Context: an optimization exercise on an open-source flow, tuned for small area, a short achievable clock period and few clock cycles. The choices shown serve that exercise and are no tape-out recipe.
RTL that was checked went through simulation tests only; none was proved equivalent to the original.
Power figures rest on the tool's default switching activity, not on a simulated workload.

== P ==
// kcpsmx
module kcpsmx(
    output logic [PORT_DEPTH-1:0]   port_id,         
    output logic                    write_strobe,    
    output logic [PORT_WIDTH-1:0]   out_port,        
    output logic                    read_strobe,     
    input        [PORT_WIDTH-1:0]   in_port,         
    input                           interrupt,       
    output logic                    interrupt_ack,   
    input                           reset,           
    input                           clk,             
    output logic [CODE_DEPTH-1:0]   address,         
    input        [CODE_WIDTH-1:0]   instruction      
);
Size in the first run: roughly 3000 cells after synthesis.
Settings: LEC_CHECK=0, CAP_MARGIN=20, CORE_MARGIN=2, CORE_UTILIZATION=75, CTS_BUF_LIST=sky130_fd_sc_hd__clkbuf_8, SETUP_SLACK_MARGIN=3.8, SLEW_MARGIN=20, TNS_END_PERCENT=30; clock period 6.0 ns.
run.sh (not shown) runs the stock make flow with config.mk's settings and CLKGATE_MAP_FILE= SYNTH_SCRIPT=/design/flow/synth_recipe.tcl, a recipe that flattens the netlist after the stock synthesis.
P: full flow OK, the timing, design-rule and antenna checks passed
Testbench counts of P, summed over its fixed seeds: cycles 296,972.
[inputs] Q vs P
- swapping 3.8 for 3.7 in SETUP_SLACK_MARGIN
- putting CTS_CLUSTER_DIAMETER at 60 where nothing was set
- putting CTS_CLUSTER_SIZE at 14 where nothing was set
Notes after the runs:
Compare P and Q | routed wire length higher: P
A first element of the critical path of w_input is what P shows, while out_port[1] belongs to Q.
Final cell count, P and Q: lower on Q
From P to Q the numbers moved as follows: post-synthesis to final-layout area growth now smaller; clock slew at the register clock pins of the worst setup and hold paths now larger; total power now smaller.
[inputs] R vs Q
- a deleted CTS_CLUSTER_DIAMETER that had been 60
- a change of TNS_END_PERCENT from 30 to 10
- a deleted CTS_CLUSTER_SIZE that had been 14
Results
The via count of R was inferior to that of Q.
Compare R and Q | share of total power in sequential cells higher: Q
Of R and Q, the lower area of the multi-input gates belongs to R.
Changes observed in R relative to Q: total power consumption of the routed design has increased; finished layout cell area has increased.
The final reports for R and Q show share of the cycle needed by the critical path after routing higher in the former.
Q has lower clock-buffer cell count than R.
Input changes introduced in S (baseline for comparison: R):
- changing TNS_END_PERCENT from 10 to 30
- changing SETUP_SLACK_MARGIN from 3.7 to 3.6
## What came out
Compared with R, in S routed wire length per instance increased by 0.91% relative to the old numbers; global-route wire length before repair increased by 0.50% relative to the old numbers; global-route usage closely matched the old numbers.

========
Another version of the RTL of kcpsmx (not shown whole).
Size in the first run: about 2800 cells after synthesis, ~58 I/O pins, ~45000 um2 of cells after synthesis.
==> flow/config.mk <==
export PLATFORM = sky130hd
export DESIGN_NAME = kcpsmx
export DESIGN_NICKNAME = kcpsmx
export VERILOG_FILES = /design/flow/design.v
export SDC_FILE = /design/flow/constraint.sdc
export NUM_CORES = 4
export LEC_CHECK = 0
export ABC_CLOCK_PERIOD_IN_PS = 2200
export CAP_MARGIN = 20
export CORE_MARGIN = 2
export CORE_UTILIZATION = 75
export CTS_BUF_LIST = sky130_fd_sc_hd__clkbuf_8
export SETUP_SLACK_MARGIN = 3.5
export SLEW_MARGIN = 20
export TNS_END_PERCENT = 30
==> flow/constraint.sdc <==
create_clock -name core_clock -period 6.0 [get_ports {clk}]
set_input_delay 1.2000 -clock core_clock [delete_from_list [all_inputs] [get_ports {clk}]]
set_output_delay 1.2000 -clock core_clock [all_outputs]
set_load 0.01 [all_outputs]
standard.sh (not shown) runs the stock make flow with config.mk's settings and CLKGATE_MAP_FILE= SYNTH_SCRIPT=/design/flow/synth_recipe.tcl, a recipe that flattens the netlist after the stock synthesis.
==> flow/flow/run.sh <==
#!/bin/bash
# Standard layout, with the port buffers made from buf_4 cells instead of the
# default choice (a delay cell).
export BUFFER_PORTS_ARGS="-buffer_cell sky130_fd_sc_hd__buf_4"
bash standard.sh > standard.log 2>&1
Testbench counts at the start, summed over its fixed seeds: cycles 296,784.
Change:
==> flow/run.sh (new file) <==
#!/bin/bash
# synth_recipe.tcl (not shown) runs the flow's synth.tcl, then flattens the netlist and writes it again
# the make line also repeats each setting of config.mk as NAME=value (left out here)
make -C /OpenROAD-flow-scripts/flow DESIGN_CONFIG=/design/flow/config.mk WORK_HOME=/design/flow/orfs CLKGATE_MAP_FILE= SYNTH_SCRIPT=/design/flow/synth_recipe.tcl finish
- ABC_CLOCK_PERIOD_IN_PS: 2200 -> not set
- CTS_BUF_LIST: sky130_fd_sc_hd__clkbuf_8 -> sky130_fd_sc_hd__clkbuf_16
- CTS_CLUSTER_DIAMETER: not set -> 50
- CTS_CLUSTER_SIZE: not set -> 20
removed: flow/flow/run.sh
removed: flow/standard.sh
After rerunning:
- die area stays the same
- worst setup slack got worse by 180 ps
- global-route usage hardly moves
- via count drops by 2.7%
- critical path depth climbs by 5
- cell count drops by 5.0%
- synthesized cell count stays the same
- first-iteration DRC count climbs by 12%
- register-to-register slack got worse by 260 ps
- area after synthesis does not change
- wire length drops by 1.1%
Change:
- CTS_BUF_LIST: sky130_fd_sc_hd__clkbuf_16 -> sky130_fd_sc_hd__clkbuf_8 sky130_fd_sc_hd__clkbuf_16
- CTS_CLUSTER_DIAMETER: 50 -> not set
- CTS_CLUSTER_SIZE: 20 -> not set
Effect:
- global-route usage rises by 2.2 points
- setup slack gets better by 49 ps
- synthesized area stays the same
- die area is unchanged
- synthesized cell count stays the same

========
lagoon:
kcpsmx, a different RTL version from the one above (not shown whole).
Size in the first run: roughly 2400 cells after synthesis, roughly 1100 flip-flops, roughly 58 I/O pins, ~0.045 sq mm of cells after synthesis.
clock: 6.0 ns
lec_check: 0
abc_clock_period_in_ps: 2200
cap_margin: 20
core_margin: 2
core_utilization: 75
cts_buf_list: sky130_fd_sc_hd__clkbuf_8
setup_slack_margin: 3.5
slew_margin: 20
tns_end_percent: 30
run.sh (not shown) runs the stock make flow with config.mk's settings and CLKGATE_MAP_FILE= SYNTH_SCRIPT=/design/flow/synth_recipe.tcl, a recipe that flattens the netlist after the stock synthesis.
Stock flow here: none of the scripts above is used.
Testbench counts of lagoon, summed over its fixed seeds: cycles 296,784.
For garnet, these inputs were changed with respect to lagoon:
- CORE_UTILIZATION changed from 75 to 60
- CTS_BUF_LIST removed (was sky130_fd_sc_hd__clkbuf_8)
### Flow results
- Every run in the comparison, garnet and lagoon, completed the flow with a clean layout.
- Density: garnet sparser than lagoon
- The global-route track usage on met1 of garnet falls short of that of lagoon by 11 points.
- [diff] global-route wire length before repair, garnet relative to lagoon: improvement
- Compared to lagoon, garnet has minimum setup slack in the final design 0.10 ns lower.
- Going from lagoon to garnet, fmax now smaller, simple-gate portion of the synthesized area comparable, final cell area excluding filler cells now larger, required time reported for the critical path endpoint now smaller.
- For layout clock buffer count, dividing the value from garnet by the value from lagoon gives 0.73.
- Summary: with lagoon as the reference, wire length in garnet moved down by a few percent.
[inputs] harbor vs garnet
- an added CTS_BUF_LIST of sky130_fd_sc_hd__clkbuf_8
==> flow/flow/run.sh (new file) <==
#!/bin/bash
cp standard.sh out/standard.sh.copy 2>/dev/null
cp synth_recipe.tcl out/synth_recipe.tcl.copy 2>/dev/null
bash standard.sh > standard.log 2>&1
==> flow/standard.sh (new file) <==
#!/bin/bash
# synth_recipe.tcl (not shown) runs the flow's synth.tcl, then flattens the netlist and writes it again
# the make line also repeats each setting of config.mk as NAME=value (left out here)
make -C /OpenROAD-flow-scripts/flow DESIGN_CONFIG=/design/flow/config.mk WORK_HOME=/design/flow/orfs CLKGATE_MAP_FILE= SYNTH_SCRIPT=/design/flow/synth_recipe.tcl "${@:-finish}"
removed: flow/run.sh
[summary]
Per the comparison of harbor with garnet, sum of internal, switching and leakage power lost about 5%; minimum period implied by the final worst setup slack moved down; switching power of the nets shows an increase of 0.000086 W; length of routed wiring on met1 saw a decrease. Diff harbor..garnet | met1 track demand over resource | negligible.
diff inputs: harbor => onyx
==> flow/run.sh (new file) <==
#!/bin/bash
# synth_recipe.tcl (not shown) runs the flow's synth.tcl, then flattens the netlist and writes it again
# the make line also repeats each setting of config.mk as NAME=value (left out here)
make -C /OpenROAD-flow-scripts/flow DESIGN_CONFIG=/design/flow/config.mk WORK_HOME=/design/flow/orfs CLKGATE_MAP_FILE= SYNTH_SCRIPT=/design/flow/synth_recipe.tcl finish
removed: flow/flow/run.sh
removed: flow/standard.sh
[summary]
onyx | stages: all done | timing, DRC, antenna: all pass. As far as area fraction in and, or, nand and nor cells after synthesis goes, harbor and onyx are indistinguishable; the numbers are identical. There was hardly any difference in clock insertion delay at the later pin of the skew report between harbor and onyx. Per the comparison of onyx with harbor, global-route total usage across every layer roughly the same, combinational power share did not really move, power density normalized to cell area flat, first-pass GRT wire length closely matched the old numbers, synthesis-to-layout area growth ~0 delta. harbor -> onyx: via density per instance delta 0, exact match. As far as worst hold slack goes, onyx and harbor are indistinguishable; the numbers are identical. On part of the total power dissipated in the clock network, onyx and harbor are neck and neck.

========
== run 1 ==
kcpsmx, a different RTL version from the one above (not shown whole).
For scale: about 1200 flip-flops, ~58 I/O pins.
Settings: LEC_CHECK=0, ABC_CLOCK_PERIOD_IN_PS=2200, CAP_MARGIN=20, CORE_MARGIN=2, CORE_UTILIZATION=75, CTS_BUF_LIST=sky130_fd_sc_hd__clkbuf_8, SETUP_SLACK_MARGIN=3.5, SLEW_MARGIN=20, TNS_END_PERCENT=30; clock period 6.0 ns.
Stock flow here: none of the scripts above is used.
Relative to run 1, the following input files were edited for run 2:
Settings: ABC_CLOCK_PERIOD_IN_PS removed (was 2200); CORE_UTILIZATION changed from 75 to 85.
==> comparison <==
Run 2 failed in global routing (5_1_grt) with GRT-0232.
Routability-driven placement congestion ratio (run 2 over run 1): decrease, about 2.2%
Compared with run 1, in run 2 clock net sink count barely changed; half-perimeter wire length after detailed placement increased 13%; post-place setup slack shrank by 0.28 ns.
Diff run 1..run 2 | number of cells produced by synthesis | unchanged
[compare] base=run 1 new=run 2: effective utilization at floorplan +11 points; die boundary height lost 6.0%.
> inputs changed (run 2 -> run 3)
Settings: CORE_UTILIZATION changed from 85 to 80.
Findings:
Looking across run 2 and run 3, the single run that reached the end with no open violations was run 3. Comparing run 2 and run 3, post-cts gate resize count is lower on run 3. Post-synthesis async set-or-reset flop share came out exactly the same in run 2 and run 3. Between run 2 and run 3, the effective utilization at floorplan is lower for run 3. Comparing run 3 with run 2, the number of clock sinks came out essentially unchanged. Comparing run 2 against run 3, there is no change at all in area after synthesis. Between run 3 and run 2, it is run 3 whose number of buffers inserted during clock tree synthesis is higher, by 0.60%. Compared to run 2, run 3 has placement-stage worst setup slack 0.13 ns higher. Of run 2 and run 3, run 3 shows the higher horizontal extent of the die, with run 2 below it. Height of the die, run 2 and run 3: larger value in run 3. Comparing run 2 against run 3, there is no change at all in compound-gate portion of the synthesized area.
No run of this note included a check of the RTL's function; only the layout flow was run.

========
Setup of build 80:
RTL: one of the versions met above, not the one the previous note started from.
Size: ~1200 flip-flops, ~58 I/O pins.
==> flow/config.mk <==
export PLATFORM = sky130hd
export DESIGN_NAME = kcpsmx
export DESIGN_NICKNAME = kcpsmx
export VERILOG_FILES = /design/flow/design.v
export SDC_FILE = /design/flow/constraint.sdc
export NUM_CORES = 4
export LEC_CHECK = 0
export ABC_CLOCK_PERIOD_IN_PS = 2200
export CAP_MARGIN = 20
export CORE_MARGIN = 2
export CORE_UTILIZATION = 75
export CTS_BUF_LIST = sky130_fd_sc_hd__clkbuf_8
export SETUP_SLACK_MARGIN = 3.5
export SLEW_MARGIN = 20
export TNS_END_PERCENT = 30
==> flow/constraint.sdc <==
create_clock -name core_clock -period 6.0 [get_ports {clk}]
set_input_delay 1.2000 -clock core_clock [delete_from_list [all_inputs] [get_ports {clk}]]
set_output_delay 1.2000 -clock core_clock [all_outputs]
set_load 0.01 [all_outputs]
standard.sh (not shown) runs the stock make flow with config.mk's settings and CLKGATE_MAP_FILE= SYNTH_SCRIPT=/design/flow/synth_recipe.tcl, a recipe that flattens the netlist after the stock synthesis.
==> flow/flow/run.sh <==
#!/bin/bash
# Standard layout, with the port buffers made from buf_4 cells instead of the
# default choice (a delay cell).
export BUFFER_PORTS_ARGS="-buffer_cell sky130_fd_sc_hd__buf_4"
bash standard.sh > standard.log 2>&1
Build 80: done, clean on timing, DRC and antenna
Testbench counts of build 80, summed over its fixed seeds: cycles 296,972.
For build 83, these inputs were changed with respect to build 80:
- swapping 75 for 70 in CORE_UTILIZATION
- clearing ABC_CLOCK_PERIOD_IN_PS, which used to be 2200
==> flow/run.sh (new file) <==
#!/bin/bash
# synth_recipe.tcl (not shown) runs the flow's synth.tcl, then flattens the netlist and writes it again
# the make line also repeats each setting of config.mk as NAME=value (left out here)
make -C /OpenROAD-flow-scripts/flow DESIGN_CONFIG=/design/flow/config.mk WORK_HOME=/design/flow/orfs CLKGATE_MAP_FILE= SYNTH_SCRIPT=/design/flow/synth_recipe.tcl finish
removed: flow/flow/run.sh
removed: flow/standard.sh
==> comparison <==
- Compare build 80 and build 83 | setup clock skew after layout higher: build 83
- The share of cell area taken by flip-flops and latches number comes out lower for build 83 vs build 80.
- The run showing the smaller global-route usage is build 83.
- Build 83 against build 80: width of the die went up 3.5%, worst setup margin now sits lower, met3 usage in global routing moved down, critical path depth in cells rose by 1.
- Compared with build 80, build 83 shows number of buffers other than clock buffers in the final layout that has gone up by more than 10%.
- Going from build 80 to build 83, the delay of the slowest cell on the worst path was found to have gone up by 0.62 ns.
- Layout-stage area growth over the synthesis result sits higher in build 83 than in build 80.
- Overall power delta (build 83 − build 80): unfavourable
diff inputs: build 83 => build 93
- a change of CORE_UTILIZATION from 70 to 75
- an added CTS_CLUSTER_SIZE of 14
- a change of SETUP_SLACK_MARGIN from 3.5 to 3.7
- an added CTS_CLUSTER_DIAMETER of 50
==> results.txt <==
Build 93 | status: complete | timing, DRC, antenna: pass. On clock group power, build 83 loses to build 93. In build 93, die area is lower than in build 83. The run showing the greater worst-case setup slack after placement is build 93. Looking at classification of the worst setup path, the reg2reg result is from build 83; the reg2out one comes from build 93. In build 93 relative to build 83, routed wire length had gone down slightly. Highest routing layer actually used: met5 -> build 93, met4 -> build 83. Compared with build 83, build 93 supports a higher clock frequency. Build 93 ended up with a higher flop-to-flop setup slack than build 83 did.

========
kcpsmx again, from the RTL that the note above started with.
Settings: LEC_CHECK=0, CAP_MARGIN=20, CORE_MARGIN=2, CORE_UTILIZATION=75, CTS_BUF_LIST=sky130_fd_sc_hd__clkbuf_8, CTS_CLUSTER_DIAMETER=40, CTS_CLUSTER_SIZE=12, SETUP_SLACK_MARGIN=3.7, SLEW_MARGIN=20, TNS_END_PERCENT=30; clock period 6.0 ns.
run.sh (not shown) runs the stock make flow with config.mk's settings and CLKGATE_MAP_FILE= SYNTH_SCRIPT=/design/flow/synth_recipe.tcl, a recipe that flattens the netlist after the stock synthesis.
Stock flow here: none of the scripts above is used.
The baseline completed without violations.
Testbench counts at the start, summed over its fixed seeds: cycles 296,972.
Next try:
- CTS_CLUSTER_DIAMETER: 40 -> unset
- CTS_CLUSTER_SIZE: 12 -> unset
- PLACE_DENSITY: unset -> 0.85
Effect: The new run finished with timing, DRC and antenna clean; combinational power came out lower slightly; die area is unchanged; critical path depth stays the same; cell count increases by a few percent; final area goes up slightly; clock power increases by a little under a tenth; count of clock-buffer cells in the layout came out higher by 42; global-route usage went up by 1.3 points; setup slack got worse by 0.023 ns.
Next try:
- ABC_CLOCK_PERIOD_IN_PS: unset -> 2200
- PLACE_DENSITY: 0.85 -> unset
- SETUP_SLACK_MARGIN: 3.7 -> 3.5
The new run completed without violations.
Routed wire length shrinks by a few percent.
Global-route usage shrinks by 1.3 points.
Final area shrinks slightly.
Flip-flop and latch count does not change.
Synthesized cell count is unchanged.
Cell count is about the same.
Non-clock buffer count shrinks by 18.
Area after synthesis stays the same.
Total power grows slightly.
Next try:
- ABC_CLOCK_PERIOD_IN_PS: 2200 -> unset
- CTS_CLUSTER_DIAMETER: unset -> 60
- CTS_CLUSTER_SIZE: unset -> 18
- SETUP_SLACK_MARGIN: 3.5 -> 3.7
Effect: First-iteration DRC count is higher by about 1.6%. Maximum frequency is higher by 1.3%. Routed wire length is lower by about 1.5%. Non-clock buffer count is higher by 37. Utilization is lower by 1.9 points.
Next try:
- CTS_CLUSTER_DIAMETER: 60 -> 45
- CTS_CLUSTER_SIZE: 18 -> 16
After rerunning: Clock power rises by 46%. Cell count rises by 1.6%. Fmax rises by 1.5%. Hold slack degrades by 0.013 ns. Global-route usage rises by 0.47 points. First-iteration DRC count rises by 11%.
Next try:
- CTS_CLUSTER_DIAMETER: 45 -> unset
- CTS_CLUSTER_SIZE: 16 -> unset
Effect: The new run finished with timing, DRC and antenna clean; final area goes up by 1.5%; hold slack gains 0.0045 ns; global-route usage increases by 0.73 points; die area does not change.

==> re-timing with driven ports <==
How much do the figures lean on ideal ports? The routed layouts below were timed once more, with nothing changed but the port constraints. Step 1: set_driving_cell puts a clkbuf_16 on clk and a buf_2 on each other input, an assumption about the parent block. Step 2 moves the port delays by t, midway between the first and last clock arrival at a register: inputs arrive t later, outputs are due t later. That takes back most of the time a late clock gives input paths. a / b / c = ideal ports / drivers / drivers and shift; a / b = the first two.
run | t (ns) | setup slack, ns | cell pins on the clock port's net
P | 0.873 | 3.490 / 3.426 / 3.034 | 1
Q | 0.786 | 3.582 / 3.517 / 2.986 | 1
R | 0.876 | 3.507 / 3.443 / 2.952 | 1
S | 0.869 | 3.510 / 3.445 / 2.973 | 1
the first run of note 2 | 0.881 | 3.372 / 3.310 / 2.738 | 1
the second run of note 2 | 0.704 | 3.189 / 3.189 / 2.527 | 1
the third run of note 2 | 0.750 | 3.238 / 3.226 / 2.600 | 1
lagoon | 0.859 | 3.352 / 3.352 / 2.884 | 1
garnet | 0.737 | 3.250 / 3.224 / 2.937 | 1
harbor | 0.869 | 3.350 / 3.350 / 2.923 | 1
onyx | 0.869 | 3.350 / 3.350 / 2.923 | 1
run 1 | 0.852 | 3.450 / 3.385 / 3.030 | 1
run 3 | 0.881 | 3.182 / 3.182 / 2.769 | 1
build 80 | 0.873 | 3.487 / 3.429 / 2.806 | 1
build 83 | 0.889 | 3.454 / 3.437 / 2.946 | 1
build 93 | 0.804 | 3.557 / 3.493 / 2.954 | 1
the first run of note 6 | 0.861 | 3.519 / 3.455 / 2.916 | 1
the second run of note 6 | 0.865 | 3.495 / 3.431 / 2.948 | 1
the third run of note 6 | 0.868 | 3.477 / 3.420 / 2.733 | 1
the fourth run of note 6 | 0.765 | 3.509 / 3.509 / 3.013 | 1
the fifth run of note 6 | 0.806 | 3.546 / 3.487 / 2.920 | 1
the sixth run of note 6 | 0.869 | 3.510 / 3.450 / 2.947 | 1
After both steps every run listed still meets setup and hold. For the third run of note 6, which loses most, drivers alone change the setup slack by -0.057 ns; drivers and shift together by -0.744 ns.
